From an optimization exercise on the open Yosys and OpenROAD flow, aimed at small area, a short achievable clock period and few clock cycles per item; shortcuts taken in it are not production practice. No functional check of the RTL was part of any run shown here. Power and IR drop assume default switching activity.

==> design.v <==
`timescale 1ns / 1ps
module prng (
	input clk,     
	input rst,   
	input [31:0] seed,
	input start,
	input cont,
	output reg done,
	output [31:0] rand_num
);
reg        busy;       
reg  [2:0] cnt;        
reg [30:0] acc;        
wire [30:0] a = acc;
wire [30:0] b = ~{acc[2:0], acc[30:3]} & {31{busy}};
wire [30:0] g0 = a & b;
wire [30:0] p0 = a ^ b;
wire b0g0_1 = g0[1] | p0[1] & g0[0];
wire b0p0_1 = p0[1] & p0[0];
wire b0g0_3 = g0[3] | p0[3] & g0[2];
wire b0p0_3 = p0[3] & p0[2];
wire b0g0_5 = g0[5] | p0[5] & g0[4];
wire b0p0_5 = p0[5] & p0[4];
wire b0g0_7 = g0[7] | p0[7] & g0[6];
wire b0p0_7 = p0[7] & p0[6];
wire b0g1_2 = g0[2] | p0[2] & b0g0_1;
wire b0p1_2 = p0[2] & b0p0_1;
wire b0g1_3 = b0g0_3 | b0p0_3 & b0g0_1;
wire b0p1_3 = b0p0_3 & b0p0_1;
wire b0g1_6 = g0[6] | p0[6] & b0g0_5;
wire b0p1_6 = p0[6] & b0p0_5;
wire b0g1_7 = b0g0_7 | b0p0_7 & b0g0_5;
wire b0p1_7 = b0p0_7 & b0p0_5;
wire b0g2_4 = g0[4] | p0[4] & b0g1_3;
wire b0p2_4 = p0[4] & b0p1_3;
wire b0g2_5 = b0g0_5 | b0p0_5 & b0g1_3;
wire b0p2_5 = b0p0_5 & b0p1_3;
wire b0g2_6 = b0g1_6 | b0p1_6 & b0g1_3;
wire b0p2_6 = b0p1_6 & b0p1_3;
wire b0g2_7 = b0g1_7 | b0p1_7 & b0g1_3;
wire b0p2_7 = b0p1_7 & b0p1_3;
wire b1g0_9 = g0[9] | p0[9] & g0[8];
wire b1p0_9 = p0[9] & p0[8];
wire b1g0_11 = g0[11] | p0[11] & g0[10];
wire b1p0_11 = p0[11] & p0[10];
wire b1g0_13 = g0[13] | p0[13] & g0[12];
wire b1p0_13 = p0[13] & p0[12];
wire b1g0_15 = g0[15] | p0[15] & g0[14];
wire b1p0_15 = p0[15] & p0[14];
wire b1g1_10 = g0[10] | p0[10] & b1g0_9;
wire b1p1_10 = p0[10] & b1p0_9;
wire b1g1_11 = b1g0_11 | b1p0_11 & b1g0_9;
wire b1p1_11 = b1p0_11 & b1p0_9;
wire b1g1_14 = g0[14] | p0[14] & b1g0_13;
wire b1p1_14 = p0[14] & b1p0_13;
wire b1g1_15 = b1g0_15 | b1p0_15 & b1g0_13;
wire b1p1_15 = b1p0_15 & b1p0_13;
wire b1g2_12 = g0[12] | p0[12] & b1g1_11;
wire b1p2_12 = p0[12] & b1p1_11;
wire b1g2_13 = b1g0_13 | b1p0_13 & b1g1_11;
wire b1p2_13 = b1p0_13 & b1p1_11;
wire b1g2_14 = b1g1_14 | b1p1_14 & b1g1_11;
wire b1p2_14 = b1p1_14 & b1p1_11;
wire b1g2_15 = b1g1_15 | b1p1_15 & b1g1_11;
wire b1p2_15 = b1p1_15 & b1p1_11;
wire b2g0_17 = g0[17] | p0[17] & g0[16];
wire b2p0_17 = p0[17] & p0[16];
wire b2g0_19 = g0[19] | p0[19] & g0[18];
wire b2p0_19 = p0[19] & p0[18];
wire b2g0_21 = g0[21] | p0[21] & g0[20];
wire b2p0_21 = p0[21] & p0[20];
wire b2g0_23 = g0[23] | p0[23] & g0[22];
wire b2p0_23 = p0[23] & p0[22];
wire b2g1_18 = g0[18] | p0[18] & b2g0_17;
wire b2p1_18 = p0[18] & b2p0_17;
wire b2g1_19 = b2g0_19 | b2p0_19 & b2g0_17;
wire b2p1_19 = b2p0_19 & b2p0_17;
wire b2g1_22 = g0[22] | p0[22] & b2g0_21;
wire b2p1_22 = p0[22] & b2p0_21;
wire b2g1_23 = b2g0_23 | b2p0_23 & b2g0_21;
wire b2p1_23 = b2p0_23 & b2p0_21;
wire b2g2_20 = g0[20] | p0[20] & b2g1_19;
wire b2p2_20 = p0[20] & b2p1_19;
wire b2g2_21 = b2g0_21 | b2p0_21 & b2g1_19;
wire b2p2_21 = b2p0_21 & b2p1_19;
wire b2g2_22 = b2g1_22 | b2p1_22 & b2g1_19;
wire b2p2_22 = b2p1_22 & b2p1_19;
wire b2g2_23 = b2g1_23 | b2p1_23 & b2g1_19;
wire b2p2_23 = b2p1_23 & b2p1_19;
wire b3g0_25 = g0[25] | p0[25] & g0[24];
wire b3p0_25 = p0[25] & p0[24];
wire b3g0_27 = g0[27] | p0[27] & g0[26];
wire b3p0_27 = p0[27] & p0[26];
wire b3g0_29 = g0[29] | p0[29] & g0[28];
wire b3p0_29 = p0[29] & p0[28];
wire b3g1_26 = g0[26] | p0[26] & b3g0_25;
wire b3p1_26 = p0[26] & b3p0_25;
wire b3g1_27 = b3g0_27 | b3p0_27 & b3g0_25;
wire b3p1_27 = b3p0_27 & b3p0_25;
wire b3g1_30 = g0[30] | p0[30] & b3g0_29;
wire b3p1_30 = p0[30] & b3p0_29;
wire b3g2_28 = g0[28] | p0[28] & b3g1_27;
wire b3p2_28 = p0[28] & b3p1_27;
wire b3g2_29 = b3g0_29 | b3p0_29 & b3g1_27;
wire b3p2_29 = b3p0_29 & b3p1_27;
wire b3g2_30 = b3g1_30 | b3p1_30 & b3g1_27;
wire b3p2_30 = b3p1_30 & b3p1_27;
wire cg0_0 = b0g2_7 | b0p2_7 & b3g2_30;
wire cp0_0 = b0p2_7 & b3p2_30;
wire cg0_1 = b1g2_15 | b1p2_15 & b0g2_7;
wire cp0_1 = b1p2_15 & b0p2_7;
wire cg0_2 = b2g2_23 | b2p2_23 & b1g2_15;
wire cp0_2 = b2p2_23 & b1p2_15;
wire cg0_3 = b3g2_30 | b3p2_30 & b2g2_23;
wire cp0_3 = b3p2_30 & b2p2_23;
wire cg1_0 = cg0_0 | cp0_0 & cg0_2;
wire cp1_0 = cp0_0 & cp0_2;
wire cg1_1 = cg0_1 | cp0_1 & cg0_3;
wire cp1_1 = cp0_1 & cp0_3;
wire cg1_2 = cg0_2 | cp0_2 & cg0_0;
wire cp1_2 = cp0_2 & cp0_0;
wire cg1_3 = cg0_3 | cp0_3 & cg0_1;
wire cp1_3 = cp0_3 & cp0_1;
wire [30:0] c;
wire cin0 = cg1_3;
assign c[0] = cin0;
assign c[1] = g0[0] | p0[0] & cin0;
assign c[2] = b0g0_1 | b0p0_1 & cin0;
assign c[3] = b0g1_2 | b0p1_2 & cin0;
assign c[4] = b0g1_3 | b0p1_3 & cin0;
assign c[5] = b0g2_4 | b0p2_4 & cin0;
assign c[6] = b0g2_5 | b0p2_5 & cin0;
assign c[7] = b0g2_6 | b0p2_6 & cin0;
wire cin1 = cg1_0;
assign c[8] = cin1;
assign c[9] = g0[8] | p0[8] & cin1;
assign c[10] = b1g0_9 | b1p0_9 & cin1;
assign c[11] = b1g1_10 | b1p1_10 & cin1;
assign c[12] = b1g1_11 | b1p1_11 & cin1;
assign c[13] = b1g2_12 | b1p2_12 & cin1;
assign c[14] = b1g2_13 | b1p2_13 & cin1;
assign c[15] = b1g2_14 | b1p2_14 & cin1;
wire cin2 = cg1_1;
assign c[16] = cin2;
assign c[17] = g0[16] | p0[16] & cin2;
assign c[18] = b2g0_17 | b2p0_17 & cin2;
assign c[19] = b2g1_18 | b2p1_18 & cin2;
assign c[20] = b2g1_19 | b2p1_19 & cin2;
assign c[21] = b2g2_20 | b2p2_20 & cin2;
assign c[22] = b2g2_21 | b2p2_21 & cin2;
assign c[23] = b2g2_22 | b2p2_22 & cin2;
wire cin3 = cg1_2;
assign c[24] = cin3;
assign c[25] = g0[24] | p0[24] & cin3;
assign c[26] = b3g0_25 | b3p0_25 & cin3;
assign c[27] = b3g1_26 | b3p1_26 & cin3;
assign c[28] = b3g1_27 | b3p1_27 & cin3;
assign c[29] = b3g2_28 | b3p2_28 & cin3;
assign c[30] = b3g2_29 | b3p2_29 & cin3;
wire [30:0] sum = p0 ^ c;
assign rand_num = {1'b0, acc};
always @(posedge clk) begin
	if (rst) begin
		busy <= 1'b0;
		done <= 1'b0;
		cnt  <= 3'd0;
	end else if (busy) begin
		cnt <= cnt + 3'd1;
		if (cnt == 3'd4) begin
			busy <= 1'b0;
			done <= 1'b1;
		end
	end else if (done) begin
		if (!start) done <= 1'b0;
	end else if (start) begin
		busy <= 1'b1;
		cnt  <= 3'd0;
	end
end
always @(posedge clk) begin
	if (busy || done)
		acc <= sum;
	else
		acc <= {seed[15:0], seed[30:16]};
end
endmodule
==> flow/run.sh <==
#!/bin/bash
# The standard layout, with the port buffers made of plain buffers
# (sky130_fd_sc_hd__buf_2) instead of the cell buffer_ports picks by itself.
set -euo pipefail
export BUFFER_PORTS_ARGS="-buffer_cell sky130_fd_sc_hd__buf_2"

bash standard.sh > standard.log 2>&1
==> standard.sh <==
#!/bin/bash
# synth_recipe.tcl (not shown) runs the flow's synth.tcl, then flattens the netlist and writes it again
# the make line also repeats each setting of config.mk as NAME=value (left out here)
make -C /OpenROAD-flow-scripts/flow DESIGN_CONFIG=/design/flow/config.mk WORK_HOME=/design/flow/orfs CLKGATE_MAP_FILE= SYNTH_SCRIPT=/design/flow/synth_recipe.tcl "${@:-finish}"
==> config.mk <==
export PLATFORM = sky130hd
export DESIGN_NAME = prng
export DESIGN_NICKNAME = prng
export VERILOG_FILES = /design/flow/design.v
export SDC_FILE = /design/flow/constraint.sdc
export NUM_CORES = 8
export LEC_CHECK = 0
export CAP_MARGIN = 20
export CORE_MARGIN = 2
export CORE_UTILIZATION = 40
export SLEW_MARGIN = 70
==> constraint.sdc <==
create_clock -name core_clock -period 9.0 [get_ports {clk}]
set_input_delay 1.8000 -clock core_clock [delete_from_list [all_inputs] [get_ports {clk}]]
set_output_delay 1.8000 -clock core_clock [all_outputs]
set_load 0.01 [all_outputs]
==> results of run 1 <==
layout by cell type (no fill, tap or decap), drive strengths merged, types with 2 or more instances in the layout:
cell type / count
and2: 4
xnor2: 13
a21o: 3
dfxtp: 36
o2111ai: 3
and4: 4
a31o: 3
clkbuf: 7
xor2: 12
nand2: 39
o21a: 3
nand3: 9
ha: 33
mux2: 5
or2: 4
fa: 4
buf: 69
o21ai: 36
inv: 9
nor2: 8
o22ai: 3
and3: 3
nor2b: 33
o211ai: 2
a211oi: 6
a21oi: 23
a31oi: 2
a211o: 2
a221oi: 2
flip-flops by register name, summed over array words and instances, names as in the netlist:
| register | cells |
|---|---|
| done | 1 |
| cnt | 3 |
| acc | 31 |
| busy | 1 |
kinds of logic after synthesis:
kind of cell    Yosys count  synth area share [%]
simple gates            111                  21.1
compound gates           95                  21.4
fa+ha+maj                37                  17.8
flops                    36                  26.0
xor+xnor                 25                  7.89
buf+inv                  22                  3.43
mux                       6                  2.39
other cells               1                 0.135
per-layer routing:
metal | global-route usage [%] | vias up | wire length, µm
met5 | 0 | - | 0
met4 | 4.20 | 0 | 38
met3 | 2.84 | 4 | 212
met2 | 26.0 | 46 | 2800
met1 | 21.7 | 1099 | 3010
li1 | - | 1312 | -
metrics by stage:
step	cells	setup slack (ps)	power [mW]
after global routing	477	4820	0.690
after global placement	467	5170	0.507
after floorplan	333	5650	0.431
after detailed placement	469	5110	0.511
after CTS	476	5090	0.640
final	477	5190	0.635
path summary, 6_finish.rpt:
path	start	endpoint	slack (ps)	cells after the start
setup / recovery	busy	acc[8]	5190	13
hold reg to reg	cnt[2]	cnt[2]	500	2
setup reg to reg	busy	acc[8]	5190	13
hold / removal	cnt[2]	cnt[2]	500	2
tightest hold or removal path, cell delays in order (launching register included):
cell and delay (ps):
dfxtp_1 330, o21ai_0 70, a21oi_1 60
power by group through the flow:
stage | combinational (mW) | sequential, mW | clock [mW]
global placement | 0.283 | 0.224 | 0
detailed placement | 0.287 | 0.224 | 0
floorplan | 0.203 | 0.229 | 0
global route | 0.330 | 0.224 | 0.136
finish | 0.290 | 0.219 | 0.126
CTS | 0.289 | 0.220 | 0.131
area by class of cell:
cell class | count | area, µm² | share of cell area (%)
clock buffer | 7 | 96.3 | 2.92
sequential | 36 | 722 | 21.9
multi-input combinational | 275 | 1980 | 60.0
tap | 80 | 100 | 3.04
timing repair buffer | 70 | 365 | 11.1
inverter | 9 | 33.8 | 1.03
==> summary.txt, run 1 <==
Power
  • Int Power: 0.393 mW
  • Sequential Power Share: roughly a third
  • Gate power share: 45.6%
  • P per Cell Area: roughly 190 nW/µm²
  • Maximum vdd drop: 0.105 mV
  • Clock power frac: 19.8%
  • Switch share: 38.1%
  • P_sw: roughly 0.24 mW
  • Pleak: 1.56 nW

Synthesis
  • Post-synth EDFFs: 0
  • Syn Nets: 406
  • Cell count after synthesis: 333
  • Async set or reset register ratio after synthesis: 0%
  • Post-synth cell types: 51
  • Yosys Warn Count: 1
  • Register area share after synthesis: 26.0%
  • Synth top area share: 26.0%
  • Primary FF master, synth: dfxtp_1
  • Mean Syn Cell Area: 8.33 µm²
  • Count leader, synth: nand2_1
  • Synth area leader: dfxtp_1
  • Mapped cell area: 2780 µm²
  • Synth top cells by count: nand2_1, dfxtp_1, ha_1, nor2b_1, o21ai_0
  • Post-synthesis register bit count: 36
  • Cells taking the most area after synthesis: dfxtp_1, ha_1, nor2b_1

Finish
  • Fraction of layout cells with a size suffix above 1: about 23%
  • Area Growth Syn to Fin: 18.8%
  • Nets: 470
  • Final core occ: between 40% and 50%
  • N_diodes: 0
  • Post-route cell area: 3300 µm²
  • Fillers: 698

Floorplanning
  • Initial Util: between 40% and 50%
  • Core area: 6760 µm²
  • Cell Rows: 30
  • Die Area: roughly 7600 µm²
  • DIE WIDTH: 87.3 µm
  • Num ports: slightly below 70
  • Die Y: 87.3 µm

STA
  • Fin. max-slew vios: 0
  • Fin crit period: about 3800 ps
  • Final period util: between 40% and 50%
  • Clock Skew: about 6.4 ps
  • Count of final hold-check violations: 0
  • Total negative slack: 0 ps
  • Fmax: 0.262 GHz
  • RSZ-0062 raised after global routing: no
  • Hold Slack: 499 ps
  • Final setup fails: 0

Global route
  • Total track usage: 16.0%
  • First-pass GRT wire length: 9880 µm
  • Largest net degree at the start of global routing: 30
  • Initial antenna violation count: 0
  • GRT overflow: 0
  • Vias in the first global route: 2,248

Worst setup path
  • Setup crit start kind: register
  • WS Path Type: reg -> reg
  • Worst EP required: about 9000 ps
  • Critical path fanouts, max: 27
  • Critical Path End Type: register
  • Max incr delay on CP: around 470 ps
  • Cell Chain, Critical Path: buf_4 > nor2b_1 > ha_1 > a21oi_2 > o21ai_1 > a221oi_1 > clkdlybuf4s25_1 > nor2_1 > or2_2 > a21oi_1 > inv_1 > fa_1 > mux2_2
  • Crit path arrival time: 3990 ps
  • CP delay by family, top: compound AO/OA/AOI/OAI gates
  • CP max stage cell: fa_1
  • WP buf/inv: 3

Route
  • Antenna-violating nets left: 0
  • Initial drt markers: 73
  • Routed WL: 6060 µm
  • Vias/cell: 5.16
  • DRC viols: 0
  • DR vias: 2,461
  • Wire per inst: 12.7 µm
  • DRT Pass-1 Iters: 4

Placement
  • DP HPWL: approximately 4800 µm
  • PortBufs: 65
  • Cell Area, Placed: about 3200 µm²
  • Placer congestion estimate: 0.805

Clock network
  • H-tree levels: 2
  • CTS tree: done
  • Hold Buf Count CTS: 0
  • CTS Buf Count: 5
  • Root Driver: clkbuf_8
  • Post-CTS setup buffers: 0
  • CTS sink count: 36
  • Clock transition at path regs: 70 ps
  • CTS Buffer Depth: 2
  • CTS resizes: 0
  • Skew-Pair Late Insertion Delay: 280 ps

Run status
  • Status: timing/DRC/antenna clean

Run
  • MaxCap Viol Count: 0

Hold path
  • Worst Hold Class: reg -> reg
==> run 2, diff against run 1 <==
--- a/design.v
+++ b/design.v
@@ -11,8 +11,9 @@
 reg        busy;       
 reg  [2:0] cnt;        
 reg [30:0] acc;        
+reg        nd;         
 wire [30:0] a = acc;
-wire [30:0] b = ~{acc[2:0], acc[30:3]} & {31{busy}};
+wire [30:0] b = ~{acc[2:0], acc[30:3]} & {{15{nd}}, {16{busy}}};
 wire [30:0] g0 = a & b;
 wire [30:0] p0 = a ^ b;
 wire b0g0_1 = g0[1] | p0[1] & g0[0];
@@ -178,6 +179,14 @@
 	end
 end
 always @(posedge clk) begin
+	if (rst)
+		nd <= 1'b1;
+	else if (busy && cnt == 3'd4)
+		nd <= 1'b0;
+	else if (done && !start)
+		nd <= 1'b1;
+end
+always @(posedge clk) begin
 	if (busy || done)
 		acc <= sum;
 	else
==> summary.txt, run 2 <==
Clock network
  • CTS sink count: 37 (was 36)
  • CTS Buf Count: 5 (unchanged)
  • CTS Buffer Depth: 2 (unchanged)
  • Root Driver: clkbuf_8 (unchanged)
  • Clock transition at path regs: 70 ps (about the same)
  • CTS resizes: 0 (unchanged)
  • Hold Buf Count CTS: 0 (unchanged)
  • Skew-Pair Late Insertion Delay: 280 ps (about the same)
  • CTS tree: done (unchanged)
  • Post-CTS setup buffers: 0 (unchanged)
  • H-tree levels: 2 (unchanged)

Hold path
  • Hold path endpoint: done (was cnt[2])
  • Worst Hold Launch: cnt[2] (unchanged)
  • Worst Hold Depth: 2 (unchanged)
  • Worst Hold Class: reg -> reg (unchanged)

STA
  • RSZ-0062 raised after global routing: no (unchanged)
  • Fin crit period: 3610 ps (was 3810 ps)
  • Fin. max-slew vios: 0 (unchanged)
  • Clock Skew: 8.60 ps (was 6.37 ps)
  • Fmax: 0.277 GHz (was 0.262 GHz)
  • Count of final hold-check violations: 0 (unchanged)
  • Final period util: 40.1% (was 42.3%)
  • Total negative slack: 0 ps (unchanged)
  • Final setup fails: 0 (unchanged)

Floorplanning
  • Num ports: 69 (unchanged)
  • Core area: 6790 µm² (was 6760 µm²)
  • Die Area: 7710 µm² (was 7620 µm²)
  • Cell Rows: 30 (unchanged)
  • DIE WIDTH: 87.8 µm (was 87.3 µm)
  • Die Y: 87.8 µm (was 87.3 µm)
  • Initial Util: 41.4% (was 41.1%)

Power
  • Sequential Power Share: 24.6% (was 34.6%)
  • Maximum vdd drop: 0.102 mV (was 0.105 mV)
  • Clock power frac: 10.0% (was 19.8%)
  • P_sw: 0.504 mW (was 0.242 mW)
  • P per Cell Area: 338 nW/µm² (was 193 nW/µm²)
  • Switch share: 44.8% (was 38.1%)
  • Total power: 1.12 mW (was 0.635 mW)
  • Gate power share: 65.4% (was 45.6%)
  • Pleak: 1.53 nW (was 1.56 nW)
  • Int Power: 0.621 mW (was 0.393 mW)

Synthesis
  • Count leader, synth: nand2_1 (unchanged)
  • Synth area leader: dfxtp_1 (unchanged)
  • Cells taking the most area after synthesis: dfxtp_1, ha_1, nor2b_1 (unchanged)
  • Post-synth EDFFs: 0 (unchanged)
  • Yosys Warn Count: 1 (unchanged)
  • Synth top area share: 26.3% (was 26.0%)
  • Post-synth cell types: 50 (was 51)
  • Syn Nets: 410 (was 406)
  • Post-synthesis register bit count: 37 (was 36)
  • Synth top cells by count: nand2_1, dfxtp_1, ha_1, nor2b_1, o21ai_0 (unchanged)
  • Cell count after synthesis: 337 (was 333)
  • Async set or reset register ratio after synthesis: 0% (unchanged)
  • Primary FF master, synth: dfxtp_1 (unchanged)
  • Register area share after synthesis: 26.3% (was 26.0%)
  • Mean Syn Cell Area: 8.34 µm² (was 8.33 µm²)
  • Mapped cell area: 2810 µm² (was 2780 µm²)

Route
  • DRT Pass-1 Iters: 4 (unchanged)
  • Antenna-violating nets left: 0 (unchanged)
  • DR vias: 2,521 (was 2,461)
  • Wire per inst: 12.2 µm (was 12.7 µm)
  • Vias/cell: 5.07 (was 5.16)
  • Routed WL: 6080 µm (was 6060 µm)
  • Initial drt markers: 93 (was 73)
  • DRC viols: 0 (unchanged)

Worst setup path
  • Reg-to-reg endpoint: acc[8] (unchanged)
  • Crit path arrival time: 3790 ps (was 3990 ps)
  • Critical path fanouts, max: 26 (was 27)
  • Critical Path End Type: register (unchanged)
  • Register-to-Register Path Depth: 12 (was 13)
  • WS Path Type: reg -> reg (unchanged)
  • R2R setup slack: 5390 ps (was 5190 ps)
  • Worst reg2reg startpoint: busy (unchanged)
  • Worst EP required: 9180 ps (about the same)
  • Setup crit start kind: register (unchanged)

Finish
  • Fraction of layout cells with a size suffix above 1: 21.7% (was 23.2%)
  • Post-route cell area: 3330 µm² (was 3300 µm²)
  • Multi-input logic area: 1990 µm² (was 1980 µm²)
  • Area Growth Syn to Fin: 18.5% (was 18.8%)
  • Biggest regs: acc (31), cnt (3) (unchanged)
  • Register area: 746 µm² (was 722 µm²)
  • N_diodes: 0 (unchanged)
  • Most frequent cells in the layout: buf_2, nand2_1, dfxtp_1 (unchanged)
  • Number of flip-flops in the largest register: 31 (unchanged)
  • Most flops, register: acc (unchanged)
  • Commonest non-fill, non-tap cell in the layout: buf_2 (unchanged)
  • Nets: 473 (was 470)
  • Fillers: 709 (was 698)

Placement
  • DP HPWL: 4790 µm (was 4810 µm)
  • PortBufs: 65 (unchanged)
  • Placer congestion estimate: 0.761 (was 0.805)
  • Cell Area, Placed: 3220 µm² (was 3180 µm²)

Run status
  • Status: timing/DRC/antenna clean (unchanged)

Global route
  • Largest net degree at the start of global routing: 58 (was 30)
  • First-pass GRT wire length: 10,600 µm (was 9880 µm)
  • Initial antenna violation count: 0 (unchanged)
  • Vias in the first global route: 2,418 (was 2,248)
  • Total track usage: 16.8% (was 16.0%)
  • GRT overflow: 0 (unchanged)

Run
  • MaxCap Viol Count: 0 (unchanged)
[run 2: logic make-up after synthesis]
family                     share of synthesized area, %
buffers and inverters                              3.38
muxes                                              2.36
other                                             0.133
DFF                                                26.3
AOI/OAI and AO/OA                                  21.5
xor gates and xnor gates                           7.79
adders and majority gates                          17.5
and+or+nand+nor                                    20.9
[run 2: routing by layer]
metal  vias up  track usage (%)  part of all wire [%]
li1       1332                -                     -
met1      1136             22.3                    49
met2        49             27.9                    46
met3         4             3.39                   4.2
met4         0             4.62                   1.0
met5         -                0                     0
[run 2: worst max-delay path by stage]
stage | slack [ps] | from | cells after the start | endpoint
2_1_floorplan | 5790 | busy | 13 | acc[21]
3_3_place_gp | 5180 | busy | 11 | acc[8]
3_5_place_dp | 5400 | busy | 11 | acc[8]
4_1_cts | 5370 | busy | 11 | acc[8]
5_1_grt | 5150 | busy | 12 | acc[8]
6_report | 5390 | busy | 12 | acc[8]
[run 2: metrics by stage]
stage / worst slack, ps / hold slack (ps) / util (%) / std cells
3_3_place_gp: 5180 / 482 / 47.3 / 487
6_report: 5390 / 494 / 49.0 / 497
4_1_cts: 5370 / 494 / 48.6 / 495
5_1_grt: 5150 / 524 / 49.0 / 497
3_5_place_dp: 5400 / 484 / 47.5 / 487
2_1_floorplan: 5790 / 450 / - / 337
[run 2: cell type report]
cell class | count | share of cell area, %
Tap cell | 96 | 3.60
Timing Repair Buffer | 68 | 10.8
Multi-Input combinational cell | 278 | 59.7
Clock buffer | 8 | 2.40
Inverter | 10 | 1.13
Sequential cell | 37 | 22.4
[run 2: power groups by stage]
stage / clock, mW / combinational [mW] / sequential [mW]
2_1_floorplan: 0 / 0.543 / 0.292
3_3_place_gp: 0 / 0.716 / 0.283
3_5_place_dp: 0 / 0.728 / 0.283
4_1_cts: 0.118 / 0.732 / 0.280
5_1_grt: 0.125 / 0.855 / 0.287
6_report: 0.112 / 0.736 / 0.277
[run 2: worst max-delay path, stage by stage (launching register included)]
cell	delay (ps)
dfxtp_4	490
nor2b_1	180
ha_1	310
a21oi_2	170
o21ai_0	150
a221oi_1	320
clkdlybuf4s25_1	350
nor2_1	90
or2_2	280
a21oi_1	290
inv_1	140
fa_1	470
mux2_2	270
==> run 3, diff against run 2 <==
--- a/design.v
+++ b/design.v
@@ -11,9 +11,8 @@
 reg        busy;       
 reg  [2:0] cnt;        
 reg [30:0] acc;        
-reg        nd;         
 wire [30:0] a = acc;
-wire [30:0] b = ~{acc[2:0], acc[30:3]} & {{15{nd}}, {16{busy}}};
+wire [30:0] b = ~{acc[2:0], acc[30:3]} & {31{busy}};
 wire [30:0] g0 = a & b;
 wire [30:0] p0 = a ^ b;
 wire b0g0_1 = g0[1] | p0[1] & g0[0];
@@ -158,7 +157,8 @@
 assign c[28] = b3g1_27 | b3p1_27 & cin3;
 assign c[29] = b3g2_28 | b3p2_28 & cin3;
 assign c[30] = b3g2_29 | b3p2_29 & cin3;
-wire [30:0] sum = p0 ^ c;
+wire [30:0] x = (busy || done) ? p0 : {seed[15:0], seed[30:16]};
+wire [30:0] d = x ^ c;
 assign rand_num = {1'b0, acc};
 always @(posedge clk) begin
 	if (rst) begin
@@ -178,18 +178,6 @@
 		cnt  <= 3'd0;
 	end
 end
-always @(posedge clk) begin
-	if (rst)
-		nd <= 1'b1;
-	else if (busy && cnt == 3'd4)
-		nd <= 1'b0;
-	else if (done && !start)
-		nd <= 1'b1;
-end
-always @(posedge clk) begin
-	if (busy || done)
-		acc <= sum;
-	else
-		acc <= {seed[15:0], seed[30:16]};
-end
+always @(posedge clk)
+	acc <= d;
 endmodule
==> flow/run.sh (replaced) <==
#!/bin/bash
# The standard layout, with the port buffers made of plain buffers
# (sky130_fd_sc_hd__buf_1) instead of the cell buffer_ports picks by itself.
set -euo pipefail
export BUFFER_PORTS_ARGS="-buffer_cell sky130_fd_sc_hd__buf_1"

bash standard.sh > standard.log 2>&1
==> summary.txt, run 3 <==
Placement
  • DP HPWL: 5030 µm (was 4790 µm)
  • Placer congestion estimate: 0.811 (was 0.761)
  • PortBufs: 65 (unchanged)
  • Cell Area, Placed: 3180 µm² (was 3220 µm²)
  • Pre-CTS setup slack: 5570 ps (was 5400 ps)
  • Dpl cells: 468 (was 487)

Route
  • Wire per inst: 13.2 µm (was 12.2 µm)
  • Antenna-violating nets left: 0 (unchanged)
  • DRC viols: 0 (unchanged)
  • Routed WL: 6270 µm (was 6080 µm)
  • Vias/cell: 5.12 (was 5.07)
  • DR vias: 2,437 (was 2,521)
  • DRT Pass-1 Iters: 4 (unchanged)
  • Initial drt markers: 57 (was 93)

Worst setup path
  • Crit path arrival time: 3690 ps (was 3790 ps)
  • WS Path Type: reg -> reg (unchanged)
  • Critical Path End Type: register (unchanged)
  • R2R setup slack: 5540 ps (was 5390 ps)
  • Setup crit start kind: register (unchanged)
  • Reg-to-reg endpoint: acc[6] (was acc[8])
  • Critical path fanouts, max: 31 (was 26)
  • Worst EP required: 9230 ps (was 9180 ps)
  • Register-to-Register Path Depth: 12 (unchanged)
  • Worst reg2reg startpoint: busy (unchanged)

Synthesis
  • Mapped cell area: 2800 µm² (was 2810 µm²)
  • Primary FF master, synth: dfxtp_1 (unchanged)
  • Post-synthesis register bit count: 36 (was 37)
  • Cells taking the most area after synthesis: dfxtp_1, ha_1, mux2i_1 (was dfxtp_1, ha_1, nor2b_1)
  • Synth area leader: dfxtp_1 (unchanged)
  • Synth top area share: 25.8% (was 26.3%)
  • Register area share after synthesis: 25.8% (was 26.3%)
  • Synth top cells by count: dfxtp_1, ha_1, mux2i_1, nor2b_1, a21oi_1 (was nand2_1, dfxtp_1, ha_1, nor2b_1, o21ai_0)
  • Async set or reset register ratio after synthesis: 0% (unchanged)
  • Post-synth EDFFs: 0 (unchanged)
  • Count leader, synth: dfxtp_1 (was nand2_1)
  • Cell count after synthesis: 311 (was 337)
  • Yosys Warn Count: 1 (unchanged)
  • Post-synth cell types: 48 (was 50)
  • Mean Syn Cell Area: 9.00 µm² (was 8.34 µm²)
  • Syn Nets: 380 (was 410)

Global route
  • Total track usage: 17.1% (was 16.8%)
  • Largest net degree at the start of global routing: 32 (was 58)
  • Initial antenna violation count: 0 (unchanged)
  • GRT overflow: 0 (unchanged)
  • First-pass GRT wire length: 10,400 µm (was 10,600 µm)
  • Vias in the first global route: 2,332 (was 2,418)

Floorplanning
  • DIE WIDTH: 87.6 µm (was 87.8 µm)
  • Die Area: 7680 µm² (was 7710 µm²)
  • Num ports: 69 (unchanged)
  • Cell Rows: 30 (unchanged)
  • Core area: 6790 µm² (unchanged)
  • Die Y: 87.6 µm (was 87.8 µm)
  • Initial Util: 41.2% (was 41.4%)

Run status
  • Status: timing/DRC/antenna clean (unchanged)

Clock network
  • H-tree levels: 2 (unchanged)
  • Root Driver: clkbuf_8 (unchanged)
  • CTS resizes: 0 (unchanged)
  • Hold Buf Count CTS: 0 (unchanged)
  • Post-CTS setup buffers: 0 (unchanged)
  • CTS tree: done (unchanged)
  • Skew-Pair Late Insertion Delay: 290 ps (was 280 ps)
  • CTS Buffer Depth: 2 (unchanged)
  • Clock transition at path regs: 80 ps (was 70 ps)
  • CTS sink count: 36 (was 37)
  • CTS Buf Count: 5 (unchanged)

STA
  • Clock Skew: 9.36 ps (was 8.60 ps)
  • Fin crit period: 3460 ps (was 3610 ps)
  • Worst setup margin: 5540 ps (was 5390 ps)
  • RSZ-0062 raised after global routing: no (unchanged)
  • Total negative slack: 0 ps (unchanged)
  • Fin. max-slew vios: 0 (unchanged)
  • Fmax: 0.289 GHz (was 0.277 GHz)
  • Final setup fails: 0 (unchanged)
  • Count of final hold-check violations: 0 (unchanged)
  • Hold Slack: 498 ps (was 494 ps)
  • Final period util: 38.4% (was 40.1%)

Finish
  • Biggest regs: acc (31), cnt (3) (unchanged)
  • Area Growth Syn to Fin: 16.5% (was 18.5%)
  • Layout Cells excl Fill: 476 (was 497)
  • Nets: 449 (was 473)
  • Final core occ: 48.0% (was 49.0%)
  • Most frequent cells in the layout: buf_1, dfxtp_1, ha_1 (was buf_2, nand2_1, dfxtp_1)
  • Most flops, register: acc (unchanged)
  • Fraction of layout cells with a size suffix above 1: 5.26% (was 21.7%)
  • Post-route cell area: 3260 µm² (was 3330 µm²)
  • Number of flip-flops in the largest register: 31 (unchanged)
  • Commonest non-fill, non-tap cell in the layout: buf_1 (was buf_2)
  • Fillers: 694 (was 709)
  • N_diodes: 0 (unchanged)

Hold path
  • Worst Hold Class: reg -> reg (unchanged)
  • Hold path endpoint: cnt[2] (was done)
  • Worst Hold Launch: cnt[2] (unchanged)
  • Worst Hold Depth: 2 (unchanged)

Run
  • MaxCap Viol Count: 0 (unchanged)

Power
  • Maximum vdd drop: 0.138 mV (was 0.102 mV)
  • Total power: 1.09 mW (was 1.12 mW)
  • P per Cell Area: 334 nW/µm² (was 338 nW/µm²)
  • Pleak: 1.41 nW (was 1.53 nW)
-- run 3: cell types whose count changed after synthesis, moves of 5 or more --
cell and change:
a21oi_1 +6, mux2_2 -5, nor3_1 +7, a21o_1 +6, nand2_1 -30, xnor2_1 +6, mux2i_1 +31, o21ai_0 -21
-- run 3: cells by family (layout without fill, tap and decap cells) --
logic type / count (synthesis) / count (layout) / synth area share, %
and+or+nand+nor: 85 / 85 / 17.3
AOI/OAI and AO/OA: 77 / 77 / 18.6
DFF: 36 / 36 / 25.8
adders and majority gates: 33 / 33 / 14.8
muxes: 32 / 32 / 11.4
xor gates and xnor gates: 31 / 31 / 9.70
buffers and inverters: 16 / 85 / 2.28
other: 1 / 1 / 0.134
-- run 3: worst max-delay path by stage --
stage                     from  endpoint  slack (ps)  cells after the start
after floorplan           busy   acc[14]        5970                     12
after global placement    busy    acc[6]        5580                     11
after detailed placement  busy    acc[6]        5570                     11
after CTS                 busy    acc[6]        5550                     11
after global routing      busy    acc[3]        5170                     12
final                     busy    acc[6]        5540                     12
-- run 3: final cells by class --
class,count,area (µm²),share of cell area [%]
sequential,36,721,22.1
clock inverter,1,5.00,0.154
tap,96,120,3.69
timing repair buffer,70,274,8.41
inverter,8,30.0,0.922
clock buffer,6,72.6,2.23
multi-input combinational,259,2040,62.5
-- run 3: per-layer routing --
metal / wire [µm] / track usage, % / up-vias
li1: - / - / 1285
met1: 3070 / 22.9 / 1093
met2: 2840 / 27.4 / 48
met3: 234 / 3.39 / 11
met4: 127 / 5.87 / 0
met5: 0 / 0 / -
-- run 3: power by group --
| part | leakage [nW] | total, mW | internal (mW) | switching, mW |
|---|---|---|---|---|
| Clock | 0.0410 | 0.111 | 0.0527 | 0.0584 |
| Combinational | 1.07 | 0.669 | 0.291 | 0.378 |
| Sequential | 0.302 | 0.309 | 0.241 | 0.0680 |
-- run 3: critical path, cell delays in order, from the launching register on --
cell       delay (ps)
dfxtp_1           530
buf_4             340
nor2b_1           200
ha_1              300
and3_4            220
and2_4            160
a221oi_2          330
clkbuf_1          170
o21ai_0           180
a2111oi_1         470
nor2_1            140
a21oi_1           200
xor2_1            150

==> separate check: timing with driven ports <==
Ports are ideal in the flow. The routed layouts listed here were re-timed in OpenROAD. Step 1 (the two cells are an assumption about what drives the block):
set clk [get_ports {clk}]
set_driving_cell -lib_cell sky130_fd_sc_hd__clkbuf_16 $clk
set_driving_cell -lib_cell sky130_fd_sc_hd__buf_2 [delete_from_list [all_inputs] $clk]
Step 2, shift: input delay + t, output delay - t, t = (earliest + latest rising clock arrival at the registers) / 2. This alone moves slack from input paths to output paths. Slacks: ideal / step 1 / step 2; pairs: ideal / step 1.
run	shift t [ns]	slack for setup (ns)	worst hold slack (ns)	cell pins on the clock port's net
run 1	0.308	5.189 / 5.189 / 5.189	0.499 / 0.499 / 0.499	1
run 2	0.310	5.387 / 5.387 / 5.387	0.494 / 0.494 / 0.494	1
run 3	0.316	5.543 / 5.543 / 5.543	0.498 / 0.498 / 0.498	1
After both steps every run listed still meets setup and hold.
